From an optimization exercise on the open Yosys and OpenROAD flow, aimed at small area, a short achievable clock period and few clock cycles per item; shortcuts taken in it are not production practice.
Where RTL was checked, it was by simulation tests only, not by an equivalence proof against the original.

==> v3 <==
## fpm
module fpm(
  input clk,
  input rst,
  input [31:0] number_in,
  input number_a_valid,
  output number_a_ready,
  input number_b_valid,
  output number_b_ready,
  output [31:0] number_out,
  output result_valid
);
  reg phase;             
  reg nrm_a, nrm_b;      
  reg vx, vy, vz, vw;    
  reg slow;              
  reg rv;
  reg ar_q, br_q;        
  reg [31:0] ra, rb;
  reg        hb;         
  reg [4:0]  k;          
  reg [12:0] mm;         
  reg [36:0] tsn, tcn;   
  reg        c13, stlo;  
  reg [9:0]  s1_e;       
  reg        s1_s, s1_nan, s1_inf, s1_zero, s1_slow;
  reg [25:0] sig;        
  reg [9:0]  e;          
  reg        le0;        
  reg        s2_s, s2_nan, s2_inf, s2_zero;
  reg [31:0] out;
  wire [7:0] ea = ra[30:23];
  wire [7:0] eb = rb[30:23];
  wire ha = |ea;
  wire hb_e = |eb;
  wire [23:0] ma = {ha, ra[22:0]};
  wire [23:0] mb = {hb, rb[22:0]};
  wire fa0 = ~|ra[22:0];
  wire fb0 = ~|rb[22:0];
  wire a_zero = ~ha & fa0;
  wire b_zero = ~hb_e & fb0;
  wire a_max = &ea;
  wire b_max = &eb;
  wire a_nan = a_max & ~fa0;
  wire b_nan = b_max & ~fb0;
  wire a_inf = a_max & fa0;
  wire b_inf = b_max & fb0;
  wire [7:0] ein = number_in[30:23];
  ...
==> flow/config.mk <==
export PLATFORM = sky130hd
export DESIGN_NAME = fpm
export DESIGN_NICKNAME = fpm
export VERILOG_FILES = /design/flow/design.v
export SDC_FILE = /design/flow/constraint.sdc
export NUM_CORES = 4
export LEC_CHECK = 0
export CAP_MARGIN = 20
export CORE_MARGIN = 2
export CORE_UTILIZATION = 40
export SETUP_SLACK_MARGIN = 5
export SLEW_MARGIN = 20
export SYNTH_HIERARCHICAL = 1
==> flow/constraint.sdc <==
create_clock -name core_clock -period 9.0 [get_ports {clk}]
set_input_delay 1.8000 -clock core_clock [delete_from_list [all_inputs] [get_ports {clk}]]
set_output_delay 1.8000 -clock core_clock [all_outputs]
set_load 0.01 [all_outputs]
standard.sh (not shown) runs the stock make flow with config.mk's settings and CLKGATE_MAP_FILE= SYNTH_SCRIPT=/design/flow/synth_recipe.tcl, a recipe that flattens the netlist after the stock synthesis.
==> flow/flow/run.sh <==
#!/bin/bash
set -euo pipefail
bash standard.sh SETUP_SLACK_MARGIN=5.5 BUFFER_PORTS_ARGS=-buffer_cell\ sky130_fd_sc_hd__buf_1 CTS_ARGS=-sink_clustering_enable\ -repair_clock_nets\ -dont_use_dummy_load\ -buf_list\ sky130_fd_sc_hd__clkbuf_16\ -sink_clustering_size\ 35\ -sink_clustering_max_diameter\ 80 finish > standard.log 2>&1
==> v4 (differences from v3) <==
--- a/flow/design.v
+++ b/flow/design.v
@@ -57,14 +57,20 @@
   wire vx_next;
   wire a_fire = number_a_valid & ar_q;
   wire b_fire = number_b_valid & br_q;
   assign number_a_ready = ar_q;
   assign number_b_ready = br_q;
   assign result_valid = rv;
   assign number_out = out;
+  wire phase_n = a_fire | (phase & ~b_fire);
+  wire nrm_a_n = b_fire ? go_a : (nrm_a & ~ra[22]);
+  wire nrm_b_n = b_fire ? go_b : (nrm_b & ~rb[22]);
+  wire [8:0] esum_in = {1'b0, ea | {7'd0, ~ha}} + {1'b0, ein | {7'd0, ~|ein}};
+  wire slow_set = b_fire & (go_a | go_b | (esum_in <= 9'd127));
+  wire slow_n = slow_set | (slow & ~(vw & ~busy & ~vx & ~vy & ~vz & ~normalising));
   assign vx_next = rst & ((b_fire & ~go_a & ~go_b) | (nrm_a & ra[22]) | (nrm_b & rb[22]));
   wire [23:0] acc_s = ~tsn[36:13] & {24{~vx}};
   wire [23:0] acc_c = ~tcn[36:13] & {24{~vx}};
   wire [36:0] tree_sn, tree_cn;
   wire t1 = ~(mb[0] & mm[0]);
   wire t2 = ~(acc_s[0]);
   wire t3 = ~(acc_c[0]);
@@ -397,33 +403,33 @@
   wire t330 = ~(mb[23] & mm[10]);
   wire t331 = ~(mb[22] & mm[11]);
   wire t332 = ~(mb[21] & mm[12]);
   wire t333 = ~(mb[23] & mm[11]);
   wire t334 = ~(mb[22] & mm[12]);
   wire t335 = ~(mb[23] & mm[12]);
   wire t336, t337;
-  fpm_fa u_t336 (.a(t43), .b(t44), .c(1'b1), .s(t336), .co(t337));
+  fpm_han u_t336 (.an(t43), .bn(t44), .sn(t336), .con(t337));
   wire t338, t339;
   fpm_fa u_t338 (.a(t53), .b(t54), .c(t55), .s(t338), .co(t339));
   wire t340, t341;
-  fpm_fa u_t340 (.a(t56), .b(t57), .c(1'b1), .s(t340), .co(t341));
+  fpm_han u_t340 (.an(t56), .bn(t57), .sn(t340), .con(t341));
   wire t342, t343;
   fpm_fa u_t342 (.a(t64), .b(t65), .c(t66), .s(t342), .co(t343));
   wire t344, t345;
   fpm_fa u_t344 (.a(t67), .b(t68), .c(t69), .s(t344), .co(t345));
   wire t346, t347;
-  fpm_fa u_t346 (.a(t70), .b(t71), .c(1'b1), .s(t346), .co(t347));
+  fpm_han u_t346 (.an(t70), .bn(t71), .sn(t346), .con(t347));
   wire t348, t349;
   fpm_fa u_t348 (.a(t76), .b(t77), .c(t78), .s(t348), .co(t349));
   wire t350, t351;
   fpm_fa u_t350 (.a(t79), .b(t80), .c(t81), .s(t350), .co(t351));
   wire t352, t353;
   fpm_fa u_t352 (.a(t82), .b(t83), .c(t84), .s(t352), .co(t353));
   wire t354, t355;
-  fpm_fa u_t354 (.a(t85), .b(t86), .c(1'b1), .s(t354), .co(t355));
+  fpm_han u_t354 (.an(t85), .bn(t86), .sn(t354), .con(t355));
   wire t356, t357;
   fpm_fa u_t356 (.a(t89), .b(t90), .c(t91), .s(t356), .co(t357));
   wire t358, t359;
   fpm_fa u_t358 (.a(t92), .b(t93), .c(t94), .s(t358), .co(t359));
   wire t360, t361;
   fpm_fa u_t360 (.a(t95), .b(t96), .c(t97), .s(t360), .co(t361));
   wire t362, t363;
@@ -527,39 +533,39 @@
   wire t460, t461;
   fpm_fa u_t460 (.a(t258), .b(t259), .c(t260), .s(t460), .co(t461));
   wire t462, t463;
   fpm_fa u_t462 (.a(t261), .b(t262), .c(t263), .s(t462), .co(t463));
   wire t464, t465;
   fpm_fa u_t464 (.a(t264), .b(t265), .c(t266), .s(t464), .co(t465));
   wire t466, t467;
-  fpm_fa u_t466 (.a(t267), .b(t268), .c(1'b1), .s(t466), .co(t467));
+  fpm_han u_t466 (.an(t267), .bn(t268), .sn(t466), .con(t467));
   wire t468, t469;
   fpm_fa u_t468 (.a(t270), .b(t271), .c(t272), .s(t468), .co(t469));
   wire t470, t471;
   fpm_fa u_t470 (.a(t273), .b(t274), .c(t275), .s(t470), .co(t471));
   wire t472, t473;
   fpm_fa u_t472 (.a(t276), .b(t277), .c(t278), .s(t472), .co(t473));
   wire t474, t475;
   fpm_fa u_t474 (.a(t281), .b(t282), .c(t283), .s(t474), .co(t475));
   wire t476, t477;
   fpm_fa u_t476 (.a(t284), .b(t285), .c(t286), .s(t476), .co(t477));
   wire t478, t479;
   fpm_fa u_t478 (.a(t291), .b(t292), .c(t293), .s(t478), .co(t479));
   wire t480, t481;
-  fpm_fa u_t480 (.a(t19), .b(t20), .c(1'b1), .s(t480), .co(t481));
+  fpm_han u_t480 (.an(t19), .bn(t20), .sn(t480), .con(t481));
   wire t482, t483;
   fpm_fa u_t482 (.a(t26), .b(t27), .c(t28), .s(t482), .co(t483));
   wire t484, t485;
-  fpm_fa u_t484 (.a(t29), .b(t30), .c(1'b1), .s(t484), .co(t485));
+  fpm_han u_t484 (.an(t29), .bn(t30), .sn(t484), .con(t485));
   wire t486, t487;
   fpm_fa u_t486 (.a(t34), .b(t35), .c(t36), .s(t486), .co(t487));
   wire t488, t489;
   fpm_fa u_t488 (.a(t37), .b(t38), .c(t39), .s(t488), .co(t489));
   wire t490, t491;
-  fpm_fa u_t490 (.a(t40), .b(t41), .c(1'b1), .s(t490), .co(t491));
+  fpm_han u_t490 (.an(t40), .bn(t41), .sn(t490), .con(t491));
   wire t492, t493;
   fpm_fa u_t492 (.a(t336), .b(t45), .c(t46), .s(t492), .co(t493));
   wire t494, t495;
   fpm_fa u_t494 (.a(t47), .b(t48), .c(t49), .s(t494), .co(t495));
   wire t496, t497;
   fpm_fa u_t496 (.a(t50), .b(t51), .c(t52), .s(t496), .co(t497));
   wire t498, t499;
@@ -691,19 +697,19 @@
   wire t624, t625;
   fpm_fa u_t624 (.a(t308), .b(t309), .c(t310), .s(t624), .co(t625));
   wire t626, t627;
   fpm_fa u_t626 (.a(t311), .b(t312), .c(t313), .s(t626), .co(t627));
   wire t628, t629;
   fpm_fa u_t628 (.a(t315), .b(t316), .c(t317), .s(t628), .co(t629));
   wire t630, t631;
-  fpm_fa u_t630 (.a(t8), .b(t9), .c(1'b1), .s(t630), .co(t631));
+  fpm_han u_t630 (.an(t8), .bn(t9), .sn(t630), .con(t631));
   wire t632, t633;
   fpm_fa u_t632 (.a(t13), .b(t14), .c(t15), .s(t632), .co(t633));
   wire t634, t635;
-  fpm_fa u_t634 (.a(t16), .b(t17), .c(1'b1), .s(t634), .co(t635));
+  fpm_han u_t634 (.an(t16), .bn(t17), .sn(t634), .con(t635));
   wire t636, t637;
   fpm_fa u_t636 (.a(t480), .b(t21), .c(t22), .s(t636), .co(t637));
   wire t638, t639;
   fpm_fa u_t638 (.a(t23), .b(t24), .c(t25), .s(t638), .co(t639));
   wire t640, t641;
   fpm_fa u_t640 (.a(t481), .b(t482), .c(t484), .s(t640), .co(t641));
   wire t642, t643;
@@ -811,15 +817,15 @@
   wire t744, t745;
   fpm_fa u_t744 (.a(t629), .b(t321), .c(t322), .s(t744), .co(t745));
   wire t746, t747;
   fpm_fa u_t746 (.a(t323), .b(t324), .c(t325), .s(t746), .co(t747));
   wire t748, t749;
   fpm_fa u_t748 (.a(t326), .b(t327), .c(t328), .s(t748), .co(t749));
   wire t750, t751;
-  fpm_fa u_t750 (.a(t4), .b(t5), .c(1'b1), .s(t750), .co(t751));
+  fpm_han u_t750 (.an(t4), .bn(t5), .sn(t750), .con(t751));
   wire t752, t753;
   fpm_fa u_t752 (.a(t630), .b(t10), .c(t11), .s(t752), .co(t753));
   wire t754, t755;
   fpm_fa u_t754 (.a(t631), .b(t632), .c(t634), .s(t754), .co(t755));
   wire t756, t757;
   fpm_fa u_t756 (.a(t633), .b(t635), .c(t636), .s(t756), .co(t757));
   wire t758, t759;
@@ -877,15 +883,15 @@
   wire t810, t811;
   fpm_fa u_t810 (.a(t741), .b(t743), .c(t744), .s(t810), .co(t811));
   wire t812, t813;
   fpm_fa u_t812 (.a(t745), .b(t747), .c(t748), .s(t812), .co(t813));
   wire t814, t815;
   fpm_fa u_t814 (.a(t749), .b(t330), .c(t331), .s(t814), .co(t815));
   wire t816, t817;
-  fpm_fa u_t816 (.a(t1), .b(t2), .c(1'b1), .s(t816), .co(t817));
+  fpm_han u_t816 (.an(t1), .bn(t2), .sn(t816), .con(t817));
   wire t818, t819;
   fpm_fa u_t818 (.a(t750), .b(t6), .c(t7), .s(t818), .co(t819));
   wire t820, t821;
   fpm_fa u_t820 (.a(t751), .b(t752), .c(t12), .s(t820), .co(t821));
   wire t822, t823;
   fpm_fa u_t822 (.a(t753), .b(t754), .c(t18), .s(t822), .co(t823));
   wire t824, t825;
@@ -952,131 +958,80 @@
   fpm_fa u_t884 (.a(t815), .b(t333), .c(t334), .s(t884), .co(t885));
   assign tree_sn = {1'b1, t885, t883, t881, t879, t877, t875, t873, t871, t869, t867, t865, t863, t861, t859, t857, t855, t853, t851, t849, t847, t845, t843, t841, t839, t837, t835, t833, t831, t829, t827, t825, t823, t821, t819, t817, t816};
   assign tree_cn = {1'b1, t335, t884, t882, t880, t878, t876, t874, t872, t870, t868, t866, t864, t862, t860, t858, t856, t854, t852, t850, t848, t846, t844, t842, t840, t838, t836, t834, t832, t830, t828, t826, t824, t822, t820, t818, t3};
   wire [9:0] ex = {2'b00, ea | {7'd0, ~ha}} + {2'b00, eb | {7'd0, ~hb_e}} - 10'd126 - {5'd0, k};
   wire x_nan = a_nan | b_nan | (a_inf & b_zero) | (b_inf & a_zero);
   wire x_inf = (a_inf | b_inf) & ~x_nan;
   wire x_zero = (a_zero | b_zero) & ~x_nan & ~x_inf;
-  wire [12:0] lo_a = ~tsn[12:0];
-  wire [12:0] lo_b = ~tcn[12:0];
-  wire [12:0] lo_p = lo_a ^ lo_b;
-  wire [12:0] lo_g = lo_a & lo_b;
-  wire [12:0] lo_k = lo_a | lo_b;
-  wire [13:0] lo_c;
-  assign lo_c[0] = 1'b0;
-  genvar gl;
-  generate
-    for (gl = 0; gl < 13; gl = gl + 1) begin : g_lo
-      assign lo_c[gl+1] = lo_g[gl] | (lo_p[gl] & lo_c[gl]);
-    end
-  endgenerate
-  wire lo_nz = |(lo_p ^ {lo_k[11:0], 1'b0});
+  wire [13:0] lo = {1'b0, ~tsn[12:0]} + {1'b0, ~tcn[12:0]};
   wire [34:0] phn = tsn[34:0] + tcn[34:0] + {34'd0, ~c13};
   wire [34:0] ph = ~phn;   
   wire        p47 = ph[34];
   wire [25:0] sig_z = p47 ? {ph[34:10], stlo | |ph[9:0]} : {ph[33:9], stlo | |ph[8:0]};
-  wire [10:0] em1_b;
-  wire [9:0]  s1_em1;
-  assign em1_b[0] = 1'b1;
-  generate
-    for (gl = 0; gl < 10; gl = gl + 1) begin : g_em1
-      assign s1_em1[gl] = s1_e[gl] ^ em1_b[gl];
-      assign em1_b[gl+1] = em1_b[gl] & ~s1_e[gl];
-    end
-  endgenerate
+  wire [9:0]  s1_em1 = s1_e - 10'd1;
   wire [9:0]  e_z = p47 ? s1_e : s1_em1;
-  wire        le0_z = s1_e[9] | (~|s1_e[8:1] & (~s1_e[0] | ~p47));
+  wire        le0_z = p47 ? (s1_e[9] | (s1_e == 10'd0)) : (s1_em1[9] | (s1_em1 == 10'd0));
   wire busy = vw & ~s2_nan & ~s2_inf & ~s2_zero & le0;
   wire [22:0] mant = sig[24:2];
   wire        inc  = sig[1] & (sig[0] | mant[0]);
   wire [9:0]  fe   = e & {10{sig[25]}};
-  wire [32:0] rnd_x = {fe, mant};
-  wire [33:0] rnd_c;
-  wire [32:0] rnd;
-  assign rnd_c[0] = inc;
-  generate
-    for (gl = 0; gl < 33; gl = gl + 1) begin : g_rnd
-      assign rnd[gl] = rnd_x[gl] ^ rnd_c[gl];
-      assign rnd_c[gl+1] = rnd_c[gl] & rnd_x[gl];
-    end
-  endgenerate
-  wire        ovf  = rnd[32] | rnd[31] | &rnd[30:23];
+  wire [32:0] rnd  = {fe, mant} + {32'd0, inc};
+  wire        ovf  = rnd[32:23] >= 10'd255;
   wire [31:0] res_w = s2_nan  ? {s2_s, 31'h7fc00000} :
                       s2_zero ? {s2_s, 31'd0} :
                       (s2_inf | ovf) ? {s2_s, 8'hff, 23'd0} :
                       {s2_s, rnd[30:0]};
-  wire [10:0] einc_c;
-  wire [9:0]  e_inc;
-  assign einc_c[0] = 1'b1;
-  generate
-    for (gl = 0; gl < 10; gl = gl + 1) begin : g_einc
-      assign e_inc[gl] = e[gl] ^ einc_c[gl];
-      assign einc_c[gl+1] = einc_c[gl] & e[gl];
-    end
-  endgenerate
-  wire phase_n = a_fire | (phase & ~b_fire);
-  wire nrm_a_n = b_fire ? go_a : (nrm_a & ~ra[22]);
-  wire nrm_b_n = b_fire ? go_b : (nrm_b & ~rb[22]);
-  wire [7:0] ea1 = ea | {7'd0, ~ha};
-  wire [7:0] eb1 = eb | {7'd0, ~hb_e};
-  wire [7:0] es_c;
-  assign es_c[0] = 1'b0;
-  generate
-    for (gl = 0; gl < 7; gl = gl + 1) begin : g_es
-      assign es_c[gl+1] = (ea1[gl] & eb1[gl]) | ((ea1[gl] | eb1[gl]) & es_c[gl]);
-    end
-  endgenerate
-  wire slow_set = vx & ((k != 5'd0) | (~ea1[7] & ~eb1[7] & ~es_c[7]));
-  wire slow_n = slow_set | (slow & ~(vw & ~busy & ~vx & ~vy & ~vz & ~normalising));
   always @(posedge clk) begin
-    if (ar_q)
+    if (a_fire)
       ra <= number_in;
     else if (nrm_a) begin
       ra[22:0] <= {ra[21:0], 1'b0};
       if (ra[22]) ra[30:23] <= 8'd1;
     end
-    if (phase)
+    if (b_fire)
       rb <= number_in;
     else if (nrm_b) begin
       rb[22:0] <= {rb[21:0], 1'b0};
       if (rb[22]) rb[30:23] <= 8'd1;
     end
-    if (phase)
+    if (b_fire)
       hb <= |ein;
     else if (nrm_b & rb[22])
       hb <= 1'b1;
-    if (phase)
+    if (b_fire)
       k <= 5'd0;
     else if (normalising)
-      k <= {k[4] ^ &k[3:0], k[3] ^ &k[2:0], k[2] ^ &k[1:0], k[1] ^ k[0], ~k[0]};
+      k <= k + 5'd1;
     if (vx) begin
       s1_e <= ex;
       s1_s <= (ra[31] ^ rb[31]) & ~(a_nan | b_nan);
       s1_nan <= x_nan;
       s1_inf <= x_inf;
       s1_zero <= x_zero;
     end
     tsn <= tree_sn;
     tcn <= tree_cn;
-    c13 <= lo_c[13];
-    stlo <= lo_nz;
-    if (vx)
+    c13 <= lo[13];
+    stlo <= |lo[12:0];
+    if (b_fire)
+      mm <= ra[12:0];
+    else if (vx)
       mm <= {2'b00, ma[23:13]};
     else if (nrm_a)
       mm <= {ra[11:0], 1'b0};
     else
       mm <= ra[12:0];
     if (!busy) begin
       sig <= sig_z;
       e <= e_z;
       le0 <= le0_z;
       s2_s <= s1_s;
     end else begin
       sig <= {1'b0, sig[25:2], sig[1] | sig[0]};
-      e <= e_inc;
+      e <= e + 10'd1;
       le0 <= e[9];
     end
     s2_nan <= s1_nan & ~busy;
     s2_inf <= s1_inf & ~busy;
     s2_zero <= s1_zero & ~busy;
     out <= res_w;
     if (rst == 0) begin
@@ -1106,7 +1061,11 @@
     end
   end
 endmodule
 module fpm_fa(input a, input b, input c, output s, output co);
   assign s = a ^ b ^ c;
   assign co = (a & b) | (a & c) | (b & c);
 endmodule
+module fpm_han(input an, input bn, output sn, output con);
+  assign sn = ~(an ^ bn);
+  assign con = an | bn;
+endmodule
==> flow/run.sh (new file) <==
#!/bin/bash
# synth_recipe.tcl (not shown) runs the flow's synth.tcl, then flattens the netlist and writes it again
# the make line also repeats each setting of config.mk as NAME=value (left out here)
make -C /OpenROAD-flow-scripts/flow DESIGN_CONFIG=/design/flow/config.mk WORK_HOME=/design/flow/orfs CLKGATE_MAP_FILE= SYNTH_SCRIPT=/design/flow/synth_recipe.tcl finish
removed: flow/flow/run.sh
removed: flow/standard.sh
==> v24 (differences from v3) <==
--- a/flow/design.v
+++ b/flow/design.v
@@ -952,84 +952,37 @@
   fpm_fa u_t884 (.a(t815), .b(t333), .c(t334), .s(t884), .co(t885));
   assign tree_sn = {1'b1, t885, t883, t881, t879, t877, t875, t873, t871, t869, t867, t865, t863, t861, t859, t857, t855, t853, t851, t849, t847, t845, t843, t841, t839, t837, t835, t833, t831, t829, t827, t825, t823, t821, t819, t817, t816};
   assign tree_cn = {1'b1, t335, t884, t882, t880, t878, t876, t874, t872, t870, t868, t866, t864, t862, t860, t858, t856, t854, t852, t850, t848, t846, t844, t842, t840, t838, t836, t834, t832, t830, t828, t826, t824, t822, t820, t818, t3};
   wire [9:0] ex = {2'b00, ea | {7'd0, ~ha}} + {2'b00, eb | {7'd0, ~hb_e}} - 10'd126 - {5'd0, k};
   wire x_nan = a_nan | b_nan | (a_inf & b_zero) | (b_inf & a_zero);
   wire x_inf = (a_inf | b_inf) & ~x_nan;
   wire x_zero = (a_zero | b_zero) & ~x_nan & ~x_inf;
-  wire [12:0] lo_a = ~tsn[12:0];
-  wire [12:0] lo_b = ~tcn[12:0];
-  wire [12:0] lo_p = lo_a ^ lo_b;
-  wire [12:0] lo_g = lo_a & lo_b;
-  wire [12:0] lo_k = lo_a | lo_b;
-  wire [13:0] lo_c;
-  assign lo_c[0] = 1'b0;
-  genvar gl;
-  generate
-    for (gl = 0; gl < 13; gl = gl + 1) begin : g_lo
-      assign lo_c[gl+1] = lo_g[gl] | (lo_p[gl] & lo_c[gl]);
-    end
-  endgenerate
-  wire lo_nz = |(lo_p ^ {lo_k[11:0], 1'b0});
+  wire [13:0] lo = {1'b0, ~tsn[12:0]} + {1'b0, ~tcn[12:0]};
   wire [34:0] phn = tsn[34:0] + tcn[34:0] + {34'd0, ~c13};
   wire [34:0] ph = ~phn;   
   wire        p47 = ph[34];
   wire [25:0] sig_z = p47 ? {ph[34:10], stlo | |ph[9:0]} : {ph[33:9], stlo | |ph[8:0]};
-  wire [10:0] em1_b;
-  wire [9:0]  s1_em1;
-  assign em1_b[0] = 1'b1;
-  generate
-    for (gl = 0; gl < 10; gl = gl + 1) begin : g_em1
-      assign s1_em1[gl] = s1_e[gl] ^ em1_b[gl];
-      assign em1_b[gl+1] = em1_b[gl] & ~s1_e[gl];
-    end
-  endgenerate
+  wire [9:0]  s1_em1 = s1_e - 10'd1;
   wire [9:0]  e_z = p47 ? s1_e : s1_em1;
-  wire        le0_z = s1_e[9] | (~|s1_e[8:1] & (~s1_e[0] | ~p47));
+  wire        le0_z = p47 ? (s1_e[9] | (s1_e == 10'd0)) : (s1_em1[9] | (s1_em1 == 10'd0));
   wire busy = vw & ~s2_nan & ~s2_inf & ~s2_zero & le0;
   wire [22:0] mant = sig[24:2];
   wire        inc  = sig[1] & (sig[0] | mant[0]);
   wire [9:0]  fe   = e & {10{sig[25]}};
-  wire [32:0] rnd_x = {fe, mant};
-  wire [33:0] rnd_c;
-  wire [32:0] rnd;
-  assign rnd_c[0] = inc;
-  generate
-    for (gl = 0; gl < 33; gl = gl + 1) begin : g_rnd
-      assign rnd[gl] = rnd_x[gl] ^ rnd_c[gl];
-      assign rnd_c[gl+1] = rnd_c[gl] & rnd_x[gl];
-    end
-  endgenerate
-  wire        ovf  = rnd[32] | rnd[31] | &rnd[30:23];
+  wire [32:0] rnd  = {fe, mant} + {32'd0, inc};
+  wire        ovf  = rnd[32:23] >= 10'd255;
   wire [31:0] res_w = s2_nan  ? {s2_s, 31'h7fc00000} :
                       s2_zero ? {s2_s, 31'd0} :
                       (s2_inf | ovf) ? {s2_s, 8'hff, 23'd0} :
                       {s2_s, rnd[30:0]};
-  wire [10:0] einc_c;
-  wire [9:0]  e_inc;
-  assign einc_c[0] = 1'b1;
-  generate
-    for (gl = 0; gl < 10; gl = gl + 1) begin : g_einc
-      assign e_inc[gl] = e[gl] ^ einc_c[gl];
-      assign einc_c[gl+1] = einc_c[gl] & e[gl];
-    end
-  endgenerate
   wire phase_n = a_fire | (phase & ~b_fire);
   wire nrm_a_n = b_fire ? go_a : (nrm_a & ~ra[22]);
   wire nrm_b_n = b_fire ? go_b : (nrm_b & ~rb[22]);
-  wire [7:0] ea1 = ea | {7'd0, ~ha};
-  wire [7:0] eb1 = eb | {7'd0, ~hb_e};
-  wire [7:0] es_c;
-  assign es_c[0] = 1'b0;
-  generate
-    for (gl = 0; gl < 7; gl = gl + 1) begin : g_es
-      assign es_c[gl+1] = (ea1[gl] & eb1[gl]) | ((ea1[gl] | eb1[gl]) & es_c[gl]);
-    end
-  endgenerate
-  wire slow_set = vx & ((k != 5'd0) | (~ea1[7] & ~eb1[7] & ~es_c[7]));
+  wire [8:0] esum = {1'b0, ea | {7'd0, ~ha}} + {1'b0, eb | {7'd0, ~hb_e}};
+  wire slow_set = vx & ((k != 5'd0) | (esum <= 9'd127));
   wire slow_n = slow_set | (slow & ~(vw & ~busy & ~vx & ~vy & ~vz & ~normalising));
   always @(posedge clk) begin
     if (ar_q)
       ra <= number_in;
     else if (nrm_a) begin
       ra[22:0] <= {ra[21:0], 1'b0};
       if (ra[22]) ra[30:23] <= 8'd1;
@@ -1043,40 +996,40 @@
     if (phase)
       hb <= |ein;
     else if (nrm_b & rb[22])
       hb <= 1'b1;
     if (phase)
       k <= 5'd0;
     else if (normalising)
-      k <= {k[4] ^ &k[3:0], k[3] ^ &k[2:0], k[2] ^ &k[1:0], k[1] ^ k[0], ~k[0]};
+      k <= k + 5'd1;
     if (vx) begin
       s1_e <= ex;
       s1_s <= (ra[31] ^ rb[31]) & ~(a_nan | b_nan);
       s1_nan <= x_nan;
       s1_inf <= x_inf;
       s1_zero <= x_zero;
     end
     tsn <= tree_sn;
     tcn <= tree_cn;
-    c13 <= lo_c[13];
-    stlo <= lo_nz;
+    c13 <= lo[13];
+    stlo <= |lo[12:0];
     if (vx)
       mm <= {2'b00, ma[23:13]};
     else if (nrm_a)
       mm <= {ra[11:0], 1'b0};
     else
       mm <= ra[12:0];
     if (!busy) begin
       sig <= sig_z;
       e <= e_z;
       le0 <= le0_z;
       s2_s <= s1_s;
     end else begin
       sig <= {1'b0, sig[25:2], sig[1] | sig[0]};
-      e <= e_inc;
+      e <= e + 10'd1;
       le0 <= e[9];
     end
     s2_nan <= s1_nan & ~busy;
     s2_inf <= s1_inf & ~busy;
     s2_zero <= s1_zero & ~busy;
     out <= res_w;
     if (rst == 0) begin
==> summary of the runs <==
v3 completed with no timing, DRC or antenna violations. v4 finished clean. v24 went through all stages and came out clean.
Non-clock buffer count: v4 < v24 < v3.
Critical path depth: v4 < v24 < v3.
First-iteration DRC count, lowest first: v4, v24, v3.
Between v24 and v4, the lower cell area is in v24 (gap 1.6%, measured against v4).
Of v3 and v24, v24 has the higher die area (gap 2.6%, measured against v24).
Worst hold slack, highest first: v4, v3, v24.
Between v3 and v4, the lower clock skew is in v4 (gap 0.049 ns).
Worst setup slack, highest first: v24, v4, v3.
Synthesized cell count: v4 > v24 > v3.
Testbench counts of v24, summed over its fixed seeds: cycles 6,440, items 3,200.
No functional check of the RTL was part of v3 and v4.

[afterwards: timing with drivers on the ports]
The flow's constraints put no driver on any port. The routed layouts listed below were extracted and timed again, unchanged, in two steps. Step 1 assumes that a clkbuf_16 drives the clock port and a buf_2 every other input. Step 2 adds t to the input delays and takes it off the output delays; t is the mean of the earliest and latest rising clock arrival at the registers after step 1. Input paths then give back, and output paths get back, about the clock's delay inside the block. a / b / c = no drivers / after step 1 / after step 2; a / b = the first two.
run | shift t [ns] | setup WS [ns] | worst setup path at the end | worst register clock-pin slew, ns
v3 | 0.567 | 2.871 / 2.871 / 2.871 | register to register | 0.11 / 0.11
v4 | 0.631 | 5.220 / 5.220 / 4.696 | input to register | 0.06 / 0.06
v24 | 0.571 | 5.590 / 5.590 / 5.463 | input to register | 0.11 / 0.11
After both steps every run listed still meets setup and hold. For v4, which loses most, drivers alone change the setup slack by 0.000 ns; drivers and shift together by -0.524 ns.
